This is an optimization exercise on Yosys and OpenROAD, whose aim is small area, a short achievable clock period and few clock cycles, not a production implementation.
Where RTL was checked, it was by simulation tests only, not by an equivalence proof against the original.
For run 2, only the layout was checked, not whether the RTL still works.
Power and IR drop assume default switching activity.

==> flow/design.v (outline; a module is shown in full before it is edited, if it fits) <==
// module Milestone1: 178 lines
// module csc_r: 156 lines
// module csc_g: 168 lines
// module csc_b: 139 lines
// module interp_tree: 132 lines
module Milestone1(
	 input logic Clock,
	 input logic resetn,
	 input logic start,
	 input logic  [15:0] SRAM_read_data,
	 output logic [15:0] SRAM_write_data,
	 output logic done,
	 output logic SRAM_we_n,
	 output logic [17:0] SRAM_address
);
  // ...
==> flow/flow/run.sh <==
#!/bin/bash
# The standard layout (standard.sh) with four changes:
#  - timing repair aims MARGIN ns below the clock period (SETUP_SLACK_MARGIN);
#  - the port buffers are buf_2 cells (the default picks a delay buffer);
#  - clock tree synthesis with the flow's own arguments plus -dont_use_dummy_load;
#  - after the standard synthesis, flow/polarity.py removes inverters around
#    full adders (a full adder with all inputs and outputs inverted is the
#    same full adder); registers are untouched.
set -euo pipefail
MARGIN=${MARGIN:-7.8}
sed -e "s/SETUP_SLACK_MARGIN=[0-9.]*/SETUP_SLACK_MARGIN=$MARGIN/" \
    -e "s/CLKGATE_MAP_FILE= /CLKGATE_MAP_FILE= 'BUFFER_PORTS_ARGS=-buffer_cell sky130_fd_sc_hd__buf_2' 'CTS_ARGS=-sink_clustering_enable -repair_clock_nets -sink_clustering_size 32 -sink_clustering_max_diameter 100 -dont_use_dummy_load' /" \
    standard.sh > standard_margin.sh
grep -q "BUFFER_PORTS_ARGS" standard_margin.sh
grep -q "SETUP_SLACK_MARGIN=$MARGIN" standard_margin.sh
bash standard_margin.sh synth > synth.log 2>&1
RES=orfs/results/${FLOW_PLATFORM}/Milestone1/base
cp $RES/1_2_yosys.v 1_2_yosys.orig.v
python3 flow/polarity.py 1_2_yosys.orig.v $RES/1_2_yosys.v > polarity.log 2>&1
rm -f $RES/1_synth.odb $RES/1_synth.sdc
bash standard_margin.sh > layout.log 2>&1
==> flow/flow/polarity.py <==
#!/usr/bin/env python3
"""Removes inverters around full adders in a mapped sky130 netlist.

A full adder is self-dual: FA(~a, ~b, ~c) = (~sum, ~cout). Yosys' adder
extraction often leaves inverters on full-adder inputs and outputs; this
pass chooses, per full adder, whether to use it "flipped" (inverted inputs
and outputs) so that as few inverters as possible remain, then rewrites the
netlist. Registers and all other cells are untouched; the logic function of
every register input and output port is unchanged.

usage: polarity.py in.v out.v
"""
import re, sys, random

OUT_PINS = {"X", "Y", "Q", "Q_N", "SUM", "COUT", "HI", "LO"}
FA_IN = ("A", "B", "CIN")
INV = "sky130_fd_sc_hd__inv_1"

src = open(sys.argv[1]).read()
cell_re = re.compile(r"^  (sky130_fd_sc_hd__\w+) (\\\S+ |\S+) \((.*?)\n  \);\n", re.S | re.M)
pin_re = re.compile(r"\.(\w+)\(([^()]*)\)")

cells = []   # [type, name, [(pin, net)], span]
for m in cell_re.finditer(src):
    pins = [(p, n.strip()) for p, n in pin_re.findall(m.group(3))]
    cells.append([m.group(1), m.group(2), pins, m.span()])

# module ports: never rename or remove the nets they are on
hdr = src[:cells[0][3][0]]
ports = set()
for m in re.finditer(r"^\s*(input|output)\s*(\[\d+:\d+\])?\s*(\S+);", hdr, re.M):
    ports.add(m.group(3))
def is_port(net):
    return net.split("[")[0].lstrip("\\").strip() in ports or net.startswith("\\") and net[1:].split("[")[0] in ports

driver = {}
loads = {}
for i, (t, name, pins, _) in enumerate(cells):
    for p, n in pins:
        if p in OUT_PINS:
            driver[n] = (i, p)
        else:
            loads.setdefault(n, []).append((i, p))

# removable inverters: output net internal
removable = set()
for i, (t, name, pins, _) in enumerate(cells):
    if t == INV:
        d = dict(pins)
        if not is_port(d["Y"]) and d["Y"] not in ("1'h0", "1'h1"):
            removable.add(i)

def lit(net, depth=0):
    """(base net, polarity) of a net through removable inverters."""
    if net in driver and driver[net][0] in removable and depth < 50:
        a = dict(cells[driver[net][0]][2])["A"]
        b, p = lit(a, depth + 1)
        return b, p ^ 1
    return net, 0

# consumers of every base net
cons = {}          # base -> list of (cell, pin, r)
for i, (t, name, pins, _) in enumerate(cells):
    if i in removable:
        continue
    for p, n in pins:
        if p in OUT_PINS:
            continue
        b, r = lit(n)
        cons.setdefault(b, []).append((i, p, r))
# ports that are driven through an inverter chain: keep these inverters (skip)
fa = [i for i, c in enumerate(cells) if c[0] == "sky130_fd_sc_hd__fa_1" or c[0].startswith("sky130_fd_sc_hd__fa_")]
faset = set(fa)
flip = {i: 0 for i in fa}

def drv_flip(b):
    if b in driver and driver[b][0] in faset:
        return flip[driver[b][0]]
    return 0

def need_inv(b):
    d = drv_flip(b)
    for (i, p, r) in cons.get(b, []):
        rr = r ^ (flip[i] if (i in faset and p in FA_IN) else 0)
        if rr != d:
            return 1
    return 0

# nets touched by each FA
touch = {}
for i in fa:
    d = dict(cells[i][2])
    s = set()
    for p in FA_IN:
        s.add(lit(d[p])[0])
    s.add(d["SUM"]); s.add(d["COUT"])
    touch[i] = s

base_nets = set(cons.keys())
before = sum(need_inv(b) for b in base_nets)
def greedy():
    improved = True
    rounds = 0
    while improved and rounds < 50:
        improved = False
        rounds += 1
        for i in fa:
            nets = touch[i]
            c0 = sum(need_inv(b) for b in nets)
            flip[i] ^= 1
            c1 = sum(need_inv(b) for b in nets)
            if c1 < c0:
                improved = True
            else:
                flip[i] ^= 1

# greedy descent, then random perturbations (kept when not worse)
greedy()
cur = sum(need_inv(b) for b in base_nets)
rng = random.Random(1)
for it in range(300):
    saved = dict(flip)
    for i in rng.sample(fa, min(len(fa), 4)):
        flip[i] ^= 1
    greedy()
    c = sum(need_inv(b) for b in base_nets)
    if c <= cur:
        cur = c
    else:
        flip.clear(); flip.update(saved)
after = sum(need_inv(b) for b in base_nets)

# rewrite
new_inv = {}    # base -> inverted net name
decls = []
k = [0]
def inv_net(b):
    if b not in new_inv:
        n = f"_polinv_{k[0]}_"
        k[0] += 1
        new_inv[b] = n
        decls.append(f"  wire {n};\n")
    return new_inv[b]

def esc(n):
    return n + " " if n.startswith("\\") else n


out_cells = {}
for i, (t, name, pins, span) in enumerate(cells):
    if i in removable:
        out_cells[i] = ""
        continue
    newpins = []
    for p, n in pins:
        if p in OUT_PINS:
            newpins.append((p, n))
            continue
        b, r = lit(n)
        rr = r ^ (flip[i] if (i in faset and p in FA_IN) else 0)
        d = drv_flip(b)
        newpins.append((p, b if rr == d else inv_net(b)))
    body = ",\n".join(f"    .{p}({esc(n)})" for p, n in newpins)
    out_cells[i] = f"  {t} {name} (\n{body}\n  );\n"

inv_cells = []
for j, (b, n) in enumerate(sorted(new_inv.items(), key=lambda x: x[1])):
    inv_cells.append(f"  {INV} _polinv_cell_{j}_ (\n    .A({esc(b)}),\n    .Y({n})\n  );\n")

res = []
pos = 0
for i, (t, name, pins, span) in enumerate(cells):
    if i == 0:
        res.append(src[pos:span[0]])
        res.extend(decls)
    else:
        res.append(src[pos:span[0]])
    res.append(out_cells[i])
    pos = span[1]
    if i == len(cells) - 1:
        res.extend(inv_cells)
res.append(src[pos:])
open(sys.argv[2], "w").write("".join(res))
print(f"full adders {len(fa)}, flipped {sum(flip.values())}; inverters: {len(removable)} removable,"
      f" needed before {before}, after {after}, written {len(new_inv)}")
==> flow/standard.sh <==
#!/bin/bash
# synth_recipe.tcl (not shown) runs the flow's synth.tcl, then flattens the netlist and writes it again
# the make line also repeats each setting of config.mk as NAME=value (left out here)
make -C /OpenROAD-flow-scripts/flow DESIGN_CONFIG=/design/flow/config.mk WORK_HOME=/design/flow/orfs CLKGATE_MAP_FILE= SYNTH_SCRIPT=/design/flow/synth_recipe.tcl "${@:-finish}"
==> flow/config.mk <==
export PLATFORM = sky130hd
export DESIGN_NAME = Milestone1
export DESIGN_NICKNAME = Milestone1
export VERILOG_FILES = /design/flow/design.v
export SDC_FILE = /design/flow/constraint.sdc
export NUM_CORES = 4
export LEC_CHECK = 0
export CAP_MARGIN = 20
export CORE_MARGIN = 2
export CORE_UTILIZATION = 70
export CTS_CLUSTER_DIAMETER = 100
export CTS_CLUSTER_SIZE = 32
export SETUP_SLACK_MARGIN = 5
export SLEW_MARGIN = 20
==> flow/constraint.sdc <==
create_clock -name core_clock -period 11.0 [get_ports {Clock}]
set_input_delay 2.2000 -clock core_clock [delete_from_list [all_inputs] [get_ports {Clock}]]
set_output_delay 2.2000 -clock core_clock [all_outputs]
set_load 0.01 [all_outputs]
==> impl_metrics.csv, run 1 <==
group,metric,value,unit
global_route,grt_use_met2,53.9,%
setup_path,reg2reg_depth,8,
layout,final_cell_mix,"fa_1 (211), inv_1 (192), ha_1 (190)",
timing,setup_tns,0,ps
setup_path,crit_start,"we$_DFFE_PN0P_",
run_status,status,"no timing/DRC/antenna violations",
job,max_cap_violations,0,
route,ant_nets,0,
pwr,ir_drop,0.138,mV
route,drt_pass1_iterations,5,
setup_path,r2r_slack,7810,ps
floorplanning,taps,442,
pwr,comb_power,0.0000110,W
pwr,p_clk,0.000676,W
layout,n_all_inverters,201,
synthesis,ys_warn_count,1,
route,wl_met3,2210,um
route,wire_per_inst,21.7,um
clock_network,postCtsSetupRepairBufs,18,
placement,pre_cts_ws,6590,ps
floorplanning,die-area,34200,um2
timing,clock_skew,40.4,ps
pwr,sw_frac_of_total,19.4,%
timing,setup_viol,0,
clock_network,clock_latency,530,ps
layout,fill_cells,2129,
hold_path,hold_end,"vw4[7]$_DFFE_PP_",
timing,worstMarginPinSlew,811,ps
clock_network,ctsHtreeMaxLevel,1,
setup_path,worstSetupEndpointType,"primary output",
layout,largest-register,"bo",
pwr,top_power_group,"sequential cells",
placement,post-dp-hpwl,39700,um
Testbench counts, summed over its fixed seeds: cycles 1,152,162.
==> module Milestone1, before the edit <==
module Milestone1(
	 input logic Clock,
	 input logic resetn,
	 input logic start,
	 input logic  [15:0] SRAM_read_data,
	 output logic [15:0] SRAM_write_data,
	 output logic done,
	 output logic SRAM_we_n,
	 output logic [17:0] SRAM_address
);
localparam logic [17:0] U_START   = 18'd38400;
localparam logic [17:0] V_START   = 18'd57600;
localparam logic [17:0] RGB_START = 18'd146944;
logic        run, fin;
logic        start_r;      
logic        we;           
assign SRAM_we_n = ~we;
logic [4:0]  ph;           
logic        odd;          
logic        wr_en;        
logic [15:0] yaddr;        
logic [17:0] waddr;        
logic [7:0]  qw;           
logic [7:0]  uw0, uw1, uw2, uw3, uw4, uw5;
logic [7:0]  vw0, vw1, vw2, vw3, vw4, vw5;
logic [7:0]  ustage;
logic [15:0] vstage;
logic [15:0] yreg;
logic [7:0]  uodd, vodd;
logic [7:0] iw0, iw1, iw2, iw3, iw4, iw5;
logic [7:0] e0, e1, e2, e3, e4, e5;
logic [8:0] ip1, ip2, ip3;
logic [7:0] ia, ib;              
logic       ic;                  
logic [7:0] it_a, it_b;
logic       it_c;
logic [7:0] iout;
logic       q_first, q_second, q_156, q_157, q_158, q_last;    
wire [7:0] vnew = odd ? vstage[7:0] : vstage[15:8];
wire isel_v = ph[2];
assign iw0 = isel_v ? vw1  : uw0;
assign iw1 = isel_v ? vw2  : uw1;
assign iw2 = isel_v ? vw3  : uw2;
assign iw3 = isel_v ? vw4  : uw3;
assign iw4 = isel_v ? vw5  : uw4;
assign iw5 = isel_v ? vnew : uw5;
wire c_first  = q_first;
wire c_second = q_second;
wire c_157    = q_157;
wire c_158    = q_158;
wire c_last   = q_last;
assign e0 = c_first ? iw2 : c_second ? iw1 : iw0;
assign e1 = c_first ? iw2 : iw1;
assign e2 = iw2;
assign e3 = c_last ? iw2 : iw3;
assign e4 = c_last ? iw2 : c_158 ? iw3 : iw4;
assign e5 = c_last ? iw2 : c_158 ? iw3 : c_157 ? iw4 : iw5;
always_ff @(posedge Clock) begin
	ip1 <= {1'b0, e2} + {1'b0, e3} + 9'd1;
	ip2 <= {1'b0, e1} + {1'b0, e4};
	ip3 <= {1'b0, e0} + {1'b0, e5} + 9'd1;
	ia  <= it_a;
	ib  <= it_b;
	ic  <= it_c;
end
interp_tree u_interp (.p1(ip1), .p2(ip2), .p3(ip3), .a(it_a), .b(it_b), .c(it_c));
assign iout = ia + ib + {7'd0, ic};
logic [7:0] ry, rv, gy, gu, gv, by, bu;
logic [8:0] gs;       
logic [24:0] r_out, g_out, b_out;
logic [24:0] ro, go, bo;
function automatic [7:0] clip(input logic [24:0] t);
	logic [11:0] x;
	x = t[24:13] + t[12:1] + {11'd0, t[0]};
	clip = x[11] ? 8'd0 : (|x[10:8]) ? 8'd255 : x[7:0];
endfunction
wire [7:0] gy_n = ph[1] ? yreg[7:0] : yreg[15:8];
wire [7:0] gu_n = ph[1] ? uodd : uw2;
wire [7:0] gv_n = ph[1] ? vodd : vw2;
wire [7:0] r_c = clip(ro);
wire [7:0] g_c = clip(go);
wire [7:0] b_c = clip(bo);
always_ff @(posedge Clock) begin
	ry <= ph[0] ? yreg[7:0] : yreg[15:8];
	rv <= ph[0] ? vodd : vw2;
	gy <= gy_n;
	gu <= gu_n;
	gv <= gv_n;
	gs <= {1'b0, gu_n} + {1'b0, gv_n};
	by <= gy_n;
	bu <= gu_n;
	ro <= r_out;
	go <= g_out;
	bo <= b_out;
end
csc_r u_r (.y(ry), .v(rv), .o(r_out));
csc_g u_g (.y(gy), .u(gu), .v(gv), .s(gs), .o(g_out));
csc_b u_b (.y(by), .u(bu), .o(b_out));
wire        last_pair = (yaddr == 16'd38400);
wire        y_neg     = yaddr[15] & ~wr_en;    
wire [17:0] c_addr    = {{3{y_neg}}, yaddr[15:1]} + (odd ? U_START + 18'd2 : V_START + 18'd3);
always_ff @(posedge Clock) begin
	if (ph[2]) begin
		uw0 <= uw1; uw1 <= uw2; uw2 <= uw3; uw3 <= uw4; uw4 <= uw5;
		vw0 <= vw1; vw1 <= vw2; vw2 <= vw3; vw3 <= vw4; vw4 <= vw5;
		if (!odd) begin
			uw5 <= SRAM_read_data[15:8];
			ustage <= SRAM_read_data[7:0];
			vw5 <= vstage[15:8];
		end else begin
			uw5 <= ustage;
			vw5 <= vstage[7:0];
			vstage <= SRAM_read_data;
		end
	end
	if (ph[3]) yreg <= SRAM_read_data;
	if (ph[0]) uodd <= iout;
	if (ph[4]) vodd <= iout;
	SRAM_write_data <= ph[1] ? {r_c, g_c} : ph[2] ? {b_c, r_c} : {g_c, b_c};
end
always_ff @(posedge Clock) begin
	if (ph[4]) SRAM_address <= c_addr;
	else if (ph[0]) SRAM_address <= {2'd0, yaddr};
	else SRAM_address <= waddr;
end
always_ff @(posedge Clock or negedge resetn) begin
	if (!resetn) begin
		run   <= 1'b0;
		fin   <= 1'b0;
		done  <= 1'b0;
		start_r <= 1'b0;
		ph    <= 5'b10000;
		odd   <= 1'b0;         
		wr_en <= 1'b0;
		yaddr <= 16'hFFFB;     
		waddr <= RGB_START;
		qw    <= 8'd155;       
		q_first  <= 1'b0;
		q_second <= 1'b0;
		q_156    <= 1'b0;
		q_157    <= 1'b0;
		q_158    <= 1'b0;
		q_last   <= 1'b0;
		we    <= 1'b0;
	end else begin
		done <= 1'b0;
		start_r <= start;
		if ((run || (start_r && !fin)) && !(run && ph[4] && last_pair)) begin
			if (!run) run <= 1'b1;
			ph <= {ph[3:0], ph[4]};
			if (ph[4]) begin  
				odd   <= ~odd;
				yaddr <= yaddr + 16'd1;
				if (yaddr == 16'd0) wr_en <= 1'b1;
			end
			if (ph[4] || ph[0]) we <= 1'b0;
			else begin  
				we <= wr_en;
				if (wr_en) waddr <= waddr + 18'd1;
			end
			if (ph[1]) begin
				qw       <= q_last ? 8'd0 : qw + 8'd1;
				q_first  <= q_last;
				q_second <= q_first;
				q_156    <= (qw == 8'd155);
				q_157    <= q_156;
				q_158    <= q_157;
				q_last   <= q_158;
			end
		end else if (run) begin
			run  <= 1'b0;
			fin  <= 1'b1;
			done <= 1'b1;
			we   <= 1'b0;
		end
	end
end
endmodule
==> module csc_b, before the edit <==
module csc_b(input logic [7:0] y, input logic [7:0] u, output logic [24:0] o);
wire b_0 = ~y[4] ^ ~u[6];
wire b_1 = ~y[4] & ~u[6];
wire b_2 = ~y[5] ^ ~u[7] ^ ~u[5];
wire b_3 = (~y[5] & ~u[7]) | (~y[5] & ~u[5]) | (~u[7] & ~u[5]);
wire b_4 = u[2] ^ u[0];
wire b_5 = u[2] & u[0];
wire b_6 = ~y[6] ^ ~u[6] ^ u[3];
wire b_7 = (~y[6] & ~u[6]) | (~y[6] & u[3]) | (~u[6] & u[3]);
wire b_8 = ~u[1];
wire b_9 = ~y[7] ^ y[0] ^ ~u[7];
wire b_10 = (~y[7] & y[0]) | (~y[7] & ~u[7]) | (y[0] & ~u[7]);
wire b_11 = u[4] ^ u[2];
wire b_12 = u[4] & u[2];
wire b_13 = y[1] ^ u[5] ^ u[3];
wire b_14 = (y[1] & u[5]) | (y[1] & u[3]) | (u[5] & u[3]);
wire b_15 = y[2] ^ y[0] ^ u[6];
wire b_16 = (y[2] & y[0]) | (y[2] & u[6]) | (y[0] & u[6]);
wire b_17 = u[4] ^ u[1];
wire b_18 = u[4] & u[1];
wire b_19 = y[3] ^ y[1] ^ u[7];
wire b_20 = (y[3] & y[1]) | (y[3] & u[7]) | (y[1] & u[7]);
wire b_21 = u[5] ^ u[2];
wire b_22 = u[5] & u[2];
wire b_23 = y[4] ^ y[2] ^ y[0];
wire b_24 = (y[4] & y[2]) | (y[4] & y[0]) | (y[2] & y[0]);
wire b_25 = u[6] ^ u[3];
wire b_26 = u[6] & u[3];
wire b_27 = y[5] ^ y[3] ^ y[1];
wire b_28 = (y[5] & y[3]) | (y[5] & y[1]) | (y[3] & y[1]);
wire b_29 = u[7] ^ u[4];
wire b_30 = u[7] & u[4];
wire b_31 = y[6] ^ y[4] ^ y[2];
wire b_32 = (y[6] & y[4]) | (y[6] & y[2]) | (y[4] & y[2]);
wire b_33 = y[7] ^ y[5] ^ y[3];
wire b_34 = (y[7] & y[5]) | (y[7] & y[3]) | (y[5] & y[3]);
wire b_35 = y[0] ^ u[6];
wire b_36 = y[0] & u[6];
wire b_37 = y[6] ^ y[4] ^ y[1];
wire b_38 = (y[6] & y[4]) | (y[6] & y[1]) | (y[4] & y[1]);
wire b_39 = ~(u[7] ^ u[0]);
wire b_40 = u[7] | u[0];
wire b_41 = y[7] ^ y[5] ^ y[2];
wire b_42 = (y[7] & y[5]) | (y[7] & y[2]) | (y[5] & y[2]);
wire b_43 = y[6] ^ y[3];
wire b_44 = y[6] & y[3];
wire b_45 = ~y[1] ^ ~u[3];
wire b_46 = ~y[1] & ~u[3];
wire b_47 = ~y[2] ^ ~u[4];
wire b_48 = ~y[2] & ~u[4];
wire b_49 = ~y[3] ^ ~u[5] ^ ~u[3];
wire b_50 = (~y[3] & ~u[5]) | (~y[3] & ~u[3]) | (~u[5] & ~u[3]);
wire b_51 = b_0 ^ ~u[4] ^ u[1];
wire b_52 = (b_0 & ~u[4]) | (b_0 & u[1]) | (~u[4] & u[1]);
wire b_53 = b_1 ^ b_2 ^ b_4;
wire b_54 = (b_1 & b_2) | (b_1 & b_4) | (b_2 & b_4);
wire b_55 = b_3 ^ b_5 ^ b_6;
wire b_56 = (b_3 & b_5) | (b_3 & b_6) | (b_5 & b_6);
wire b_57 = b_7 ^ u[1] ^ b_9;
wire b_58 = (b_7 & u[1]) | (b_7 & b_9) | (u[1] & b_9);
wire b_59 = b_10 ^ b_12 ^ b_13;
wire b_60 = (b_10 & b_12) | (b_10 & b_13) | (b_12 & b_13);
wire b_61 = b_14 ^ b_15 ^ b_17;
wire b_62 = (b_14 & b_15) | (b_14 & b_17) | (b_15 & b_17);
wire b_63 = b_16 ^ b_18 ^ b_19;
wire b_64 = (b_16 & b_18) | (b_16 & b_19) | (b_18 & b_19);
wire b_65 = b_20 ^ b_22 ^ b_23;
wire b_66 = (b_20 & b_22) | (b_20 & b_23) | (b_22 & b_23);
wire b_67 = b_24 ^ b_26 ^ b_27;
wire b_68 = (b_24 & b_26) | (b_24 & b_27) | (b_26 & b_27);
wire b_69 = b_28 ^ b_30 ^ b_31;
wire b_70 = (b_28 & b_30) | (b_28 & b_31) | (b_30 & b_31);
wire b_71 = b_32 ^ b_33 ^ b_35;
wire b_72 = (b_32 & b_33) | (b_32 & b_35) | (b_33 & b_35);
wire b_73 = b_34 ^ b_36 ^ b_37;
wire b_74 = (b_34 & b_36) | (b_34 & b_37) | (b_36 & b_37);
wire b_75 = b_38 ^ b_40 ^ b_41;
wire b_76 = (b_38 & b_40) | (b_38 & b_41) | (b_40 & b_41);
wire b_77 = b_42 ^ b_43 ^ u[2];
wire b_78 = (b_42 & b_43) | (b_42 & u[2]) | (b_43 & u[2]);
wire b_79 = b_44 ^ y[7] ^ y[4];
wire b_80 = (b_44 & y[7]) | (b_44 & y[4]) | (y[7] & y[4]);
wire b_81 = y[5] ^ u[4];
wire b_82 = y[5] & u[4];
wire b_83 = y[6] ^ u[5];
wire b_84 = y[6] & u[5];
wire b_85 = y[7] ^ u[6];
wire b_86 = y[7] & u[6];
wire b_87 = ~y[0] ^ ~u[2];
wire b_88 = ~y[0] & ~u[2];
wire b_89 = ~(b_45 ^ ~u[1]);
wire b_90 = b_45 | ~u[1];
wire b_91 = b_46 ^ b_47 ^ ~u[2];
wire b_92 = (b_46 & b_47) | (b_46 & ~u[2]) | (b_47 & ~u[2]);
wire b_93 = b_48 ^ b_49 ^ u[0];
wire b_94 = (b_48 & b_49) | (b_48 & u[0]) | (b_49 & u[0]);
wire b_95 = ~(b_50 ^ b_51);
wire b_96 = b_50 | b_51;
wire b_97 = ~(b_52 ^ b_53);
wire b_98 = b_52 | b_53;
wire b_99 = b_54 ^ b_55 ^ b_8;
wire b_100 = (b_54 & b_55) | (b_54 & b_8) | (b_55 & b_8);
wire b_101 = b_56 ^ b_57 ^ b_11;
wire b_102 = (b_56 & b_57) | (b_56 & b_11) | (b_57 & b_11);
wire b_103 = b_58 ^ b_59 ^ u[0];
wire b_104 = (b_58 & b_59) | (b_58 & u[0]) | (b_59 & u[0]);
wire b_105 = ~(b_60 ^ b_61);
wire b_106 = b_60 | b_61;
wire b_107 = b_62 ^ b_63 ^ b_21;
wire b_108 = (b_62 & b_63) | (b_62 & b_21) | (b_63 & b_21);
wire b_109 = b_64 ^ b_65 ^ b_25;
wire b_110 = (b_64 & b_65) | (b_64 & b_25) | (b_65 & b_25);
wire b_111 = b_66 ^ b_67 ^ b_29;
wire b_112 = (b_66 & b_67) | (b_66 & b_29) | (b_67 & b_29);
wire b_113 = b_68 ^ b_69 ^ u[5];
wire b_114 = (b_68 & b_69) | (b_68 & u[5]) | (b_69 & u[5]);
wire b_115 = ~(b_70 ^ b_71);
wire b_116 = b_70 | b_71;
wire b_117 = b_72 ^ b_73 ^ b_39;
wire b_118 = (b_72 & b_73) | (b_72 & b_39) | (b_73 & b_39);
wire b_119 = b_74 ^ b_75 ^ u[1];
wire b_120 = (b_74 & b_75) | (b_74 & u[1]) | (b_75 & u[1]);
wire b_121 = ~(b_76 ^ b_77);
wire b_122 = b_76 | b_77;
wire b_123 = b_78 ^ b_79 ^ u[3];
wire b_124 = (b_78 & b_79) | (b_78 & u[3]) | (b_79 & u[3]);
wire b_125 = ~(b_80 ^ b_81);
wire b_126 = b_80 | b_81;
wire b_127 = ~(b_82 ^ b_83);
wire b_128 = b_82 | b_83;
wire b_129 = ~(b_84 ^ b_85);
wire b_130 = b_84 | b_85;
wire b_131 = b_86 ^ u[7];
wire b_132 = b_86 & u[7];
wire [27:0] b_a = {1'b1, 1'b1, b_132, b_130, b_128, b_126, b_124, b_122, b_120, b_118, b_116, b_114, b_112, b_110, b_108, b_106, b_104, b_102, b_100, b_98, b_96, b_94, b_92, b_90, b_88, b_87, ~u[1], ~u[0]};
wire [27:0] b_b = {1'b0, 1'b0, 1'b1, b_131, b_129, b_127, b_125, b_123, b_121, b_119, b_117, b_115, b_113, b_111, b_109, b_107, b_105, b_103, b_101, b_99, b_97, b_95, b_93, b_91, b_89, ~u[0], 1'b0, 1'b1};
wire [16:0] b_lo = {1'b0, b_a[15:0]} + {1'b0, b_b[15:0]};
assign o = {b_a[27:16], b_b[27:16], b_lo[16]};
endmodule
==> run 2: changes to the inputs <==
--- a/flow/design.v
+++ b/flow/design.v
@@ -253,19 +253,21 @@
 assign iout = ia + ib + {7'd0, ic};
 logic [7:0] ry, rv, gy, gu, gv, by, bu;
 logic [8:0] gs;       
-logic [24:0] r_out, g_out, b_out;
-logic [24:0] ro, go, bo;
+logic [24:0] r_out, g_out;
+logic [24:0] ro, go;
+logic [11:0] b_out, bo;            
+function automatic [7:0] clip12(input logic [11:0] x);
+	clip12 = x[11] ? 8'd0 : (|x[10:8]) ? 8'd255 : x[7:0];
+endfunction
 function automatic [7:0] clip(input logic [24:0] t);
-	logic [11:0] x;
-	x = t[24:13] + t[12:1] + {11'd0, t[0]};
-	clip = x[11] ? 8'd0 : (|x[10:8]) ? 8'd255 : x[7:0];
+	clip = clip12(t[24:13] + t[12:1] + {11'd0, t[0]});
 endfunction
 wire [7:0] gy_n = ph[1] ? yreg[7:0] : yreg[15:8];
 wire [7:0] gu_n = ph[1] ? uodd : uw2;
 wire [7:0] gv_n = ph[1] ? vodd : vw2;
 wire [7:0] r_c = clip(ro);
 wire [7:0] g_c = clip(go);
-wire [7:0] b_c = clip(bo);
+wire [7:0] b_c = clip12(bo);
 always_ff @(posedge Clock) begin
 	ry <= ph[0] ? yreg[7:0] : yreg[15:8];
 	rv <= ph[0] ? vodd : vw2;
@@ -686,7 +688,7 @@
 wire [16:0] g_lo = {1'b0, g_a[15:0]} + {1'b0, g_b[15:0]};
 assign o = {g_a[27:16], g_b[27:16], g_lo[16]};
 endmodule
-module csc_b(input logic [7:0] y, input logic [7:0] u, output logic [24:0] o);
+module csc_b(input logic [7:0] y, input logic [7:0] u, output logic [11:0] o);
 wire b_0 = ~y[4] ^ ~u[6];
 wire b_1 = ~y[4] & ~u[6];
 wire b_2 = ~y[5] ^ ~u[7] ^ ~u[5];
@@ -822,8 +824,8 @@
 wire b_132 = b_86 & u[7];
 wire [27:0] b_a = {1'b1, 1'b1, b_132, b_130, b_128, b_126, b_124, b_122, b_120, b_118, b_116, b_114, b_112, b_110, b_108, b_106, b_104, b_102, b_100, b_98, b_96, b_94, b_92, b_90, b_88, b_87, ~u[1], ~u[0]};
 wire [27:0] b_b = {1'b0, 1'b0, 1'b1, b_131, b_129, b_127, b_125, b_123, b_121, b_119, b_117, b_115, b_113, b_111, b_109, b_107, b_105, b_103, b_101, b_99, b_97, b_95, b_93, b_91, b_89, ~u[0], 1'b0, 1'b1};
-wire [16:0] b_lo = {1'b0, b_a[15:0]} + {1'b0, b_b[15:0]};
-assign o = {b_a[27:16], b_b[27:16], b_lo[16]};
+wire [27:0] b_s = b_a + b_b;
+assign o = b_s[27:16];
 endmodule
 module interp_tree(input logic [8:0] p1, input logic [8:0] p2, input logic [8:0] p3,
                    output logic [7:0] a, output logic [7:0] b, output logic c);
==> flow/flow/run.sh (replaced) <==
#!/bin/bash
# The standard layout (standard.sh) with three changes:
#  - timing repair aims MARGIN ns below the clock period (SETUP_SLACK_MARGIN);
#  - the port buffers are buf_2 cells (the default picks a delay buffer);
#  - after the standard synthesis, flow/polarity.py removes inverters around
#    full adders (a full adder with all inputs and outputs inverted is the
#    same full adder); registers are untouched.
set -euo pipefail
MARGIN=${MARGIN:-7.8}
sed -e "s/SETUP_SLACK_MARGIN=[0-9.]*/SETUP_SLACK_MARGIN=$MARGIN/" \
    -e "s/CLKGATE_MAP_FILE= /CLKGATE_MAP_FILE= 'BUFFER_PORTS_ARGS=-buffer_cell sky130_fd_sc_hd__buf_2' /" \
    standard.sh > standard_margin.sh
grep -q "BUFFER_PORTS_ARGS" standard_margin.sh
grep -q "SETUP_SLACK_MARGIN=$MARGIN" standard_margin.sh
bash standard_margin.sh synth > synth.log 2>&1
RES=orfs/results/${FLOW_PLATFORM}/Milestone1/base
cp $RES/1_2_yosys.v 1_2_yosys.orig.v
python3 flow/polarity.py 1_2_yosys.orig.v $RES/1_2_yosys.v > polarity.log 2>&1
rm -f $RES/1_synth.odb $RES/1_synth.sdc
bash standard_margin.sh > layout.log 2>&1
--- a/flow/config.mk
+++ b/flow/config.mk
@@ -8,7 +8,7 @@
 export CAP_MARGIN = 20
 export CORE_MARGIN = 2
 export CORE_UTILIZATION = 70
-export CTS_CLUSTER_DIAMETER = 100
-export CTS_CLUSTER_SIZE = 32
+export CTS_CLUSTER_DIAMETER = 90
+export CTS_CLUSTER_SIZE = 28
 export SETUP_SLACK_MARGIN = 5
 export SLEW_MARGIN = 20
==> run 2 against run 1 <==
Compared with the run above: clock skew is 12 ps lower; first-iteration DRC count grew 6.9%; highest routed layer unchanged; sequential share of layout area down 1.3 points; critical path type is now reg2reg; sequential cell count decreased by 8; still clean on timing, DRC and antenna; critical endpoint is now bo[7]$_DFF_P_; synthesized area is essentially flat; fmax is 10% lower.
==> impl_metrics.csv, run 2 <==
group,metric,value,unit
route,routed_wl,49600,um
timing,setup_ws,7360,ps
clock_network,cts_sinks,379,
placement,post-dp-hpwl,37700,um
synthesis,synth_nets,2333,
layout,drive_above_1_share,18.4,%
pwr,ir_drop,0.104,mV
layout,area_growth,9.60,%
clock_network,root_buffer,"clkbuf_16",
floorplanning,die_h,185,um
global_route,gr-total-overflow,0,
floorplanning,die_w,185,um
placement,pre_cts_ws,7050,ps
timing,setup_tns,0,ps
job,max_cap_violations,0,
route,wire_per_inst,20.4,um
floorplanning,die-area,34100,um2
timing,setup_viol,0,
setup_path,r2r_slack,7360,ps
global_route,grt_pass1_vias,15000,
setup_path,arrival,4080,ps
setup_path,worst_setup_path_start_kind,"flop",
clock_network,clk_pin_slew_worst_paths,110,ps
synthesis,avgSynthCellArea,12.0,um2
clock_network,cts_buffers,18,
timing,post-route-period-util,33.1,%
clock_network,clock_latency,540,ps
route,viasPerCell,5.90,
global_route,grtUsageTotal,30.1,%
synthesis,ys_warn_count,1,
hold_path,hp-class,"reg2reg",
clock_network,cts_tree,"yes",
layout,final_cell_mix,"fa_1 (204), inv_1 (192), ha_1 (181)",
route,dr.first_iter.drc_count,910,
run_status,status,"no timing/DRC/antenna violations",
route,drt_pass1_iterations,7,
layout,mostFrequentLayoutCell,"fa_1",
setup_path,path_max_fanout,7,
route,vias,14300,
pwr,total_power,0.00223,W
global_route,antenna_found_initial,1,
floorplanning,ios,55,
floorplanning,initial_core_util,70.6,%
layout,fin_nets,2409,
timing,clock_skew,28.0,ps
route,drc,0,
timing,post-route-min-period,3640,ps
global_route,grt_max_degree,63,
synthesis,synth_cells,1901,
pwr,leakagePower,10.3,nW
placement,finalWeightedCongestion,0.945,
floorplanning,fp.coreArea,32400,um2
layout,fill_cells,2116,
clock_network,clockBufferDepth,3,
synthesis,synthesis.area,22900,um2
timing,max_freq,0.274,GHz
clock_network,ctsHtreeMaxLevel,1,
timing,hold_viol_final,0,
setup_path,cp_data_required_time,11430,ps
route,ant_nets,0,
setup_path,worstSetupEndpointType,"flop",
timing,max-slew-margin-rel,40.4,%
timing,rsz0062_at_grt,"true",
pwr,power.density,89.0,nW/um2
setup_path,path_class,"reg2reg",
floorplanning,rows,66,
layout,antennaDiodeCount,0,
global_route,grt_pass1_wl,78400,um
placement,portBuffers,54,
timing,slew_violations,0,
timing,fin_hold_ws,461,ps
timing,worstMarginPinSlew,895,ps
[run 2: metal layers]
metal,track usage [%],part of all wire [%]
met1,39.6,41
met2,51.6,50
met3,4.33,5.3
met4,10.5,3.7
met5,0,0
[run 2: report_power, final]
group	internal (W)	total [W]	switching, W
registers	0.00145	0.00145	0.000000122
logic	0.00000362	0.0000131	0.00000950
clock network	0.000329	0.000772	0.000443
total	0.00178	0.00223	0.000453
[run 2: cell type report]
cell class                 count  area [um2]  area share, %
multi-input combinational   1268       12900           51.5
sequential                   379        9460           37.7
timing repair buffer         109         825           3.29
inverter                     201         764           3.05
tap                          442         553           2.21
clock buffer                  27         494           1.97
clock inverter                 5        63.8          0.255
[run 2: final timing paths]
check,from,end,depth (start not counted)
worst max-delay path,by[2]$_DFF_P_,bo[7]$_DFF_P_,13
worst min-delay path,uw4[4]$_DFFE_PP_,uw3[4]$_DFFE_PP_,0
worst max register to register,by[2]$_DFF_P_,bo[7]$_DFF_P_,13
worst min register to register,uw4[4]$_DFFE_PP_,uw3[4]$_DFFE_PP_,0
max in group asynchronous,resetn,ph[2]$_DFFE_PN0P_,2
min in group asynchronous,resetn,ph[1]$_DFFE_PN0P_,2
[run 2: worst max-delay path: stages, from the launching register on]
cell     delay (ps)
dfxtp_4         400
buf_4           150
fa_2            610
fa_1            430
fa_1            500
ha_4            340
nand2_1         130
nor2b_4         150
nand2_1          70
o221a_4         280
a21oi_4         140
buf_4           130
buf_6            80
xor2_1          160
[run 2: metrics by stage]
stage	util, %	cell area [um2]	cells
floorplan	-	23100	1901
global placement	73.4	23700	2352
detailed placement	73.4	23700	2352
CTS	76.3	24700	2411
global route	77.4	25100	2431
finish	77.4	25100	2431
[run 2: what timing repair did]
action | in CTS | in global routing
gates cloned | 0 | 3
pin swaps | 20 | 31
setup buffers | 27 | 17
resized for setup | 44 | 48
endpoints found under the hold margin | 0 | 0
hold buffers | 0 | 0
setup endpoints to repair | 45 | 54

port drivers added, routing unchanged:
How much do the figures lean on ideal ports? The routed layouts below were timed once more, with nothing changed but the port constraints. Step 1: set_driving_cell puts a clkbuf_16 on Clock and a buf_2 on each other input, an assumption about the parent block. Step 2 adds t to the input delays and takes it off the output delays; t is the mean of the earliest and latest rising clock arrival at the registers after step 1. Input paths then give back, and output paths get back, about the clock's delay inside the block. Three values: ideal, step 1, step 2; two values: the first two.
run	t, ns	slack for setup (ns)	worst setup path after step 2	worst slew at a driven data input, ns
run 1	0.557	7.728 / 7.676 / 7.810	register to register	0.14
run 2	0.574	7.357 / 7.357 / 7.357	register to register	0.05
After both steps setup and hold are still met in every run listed.
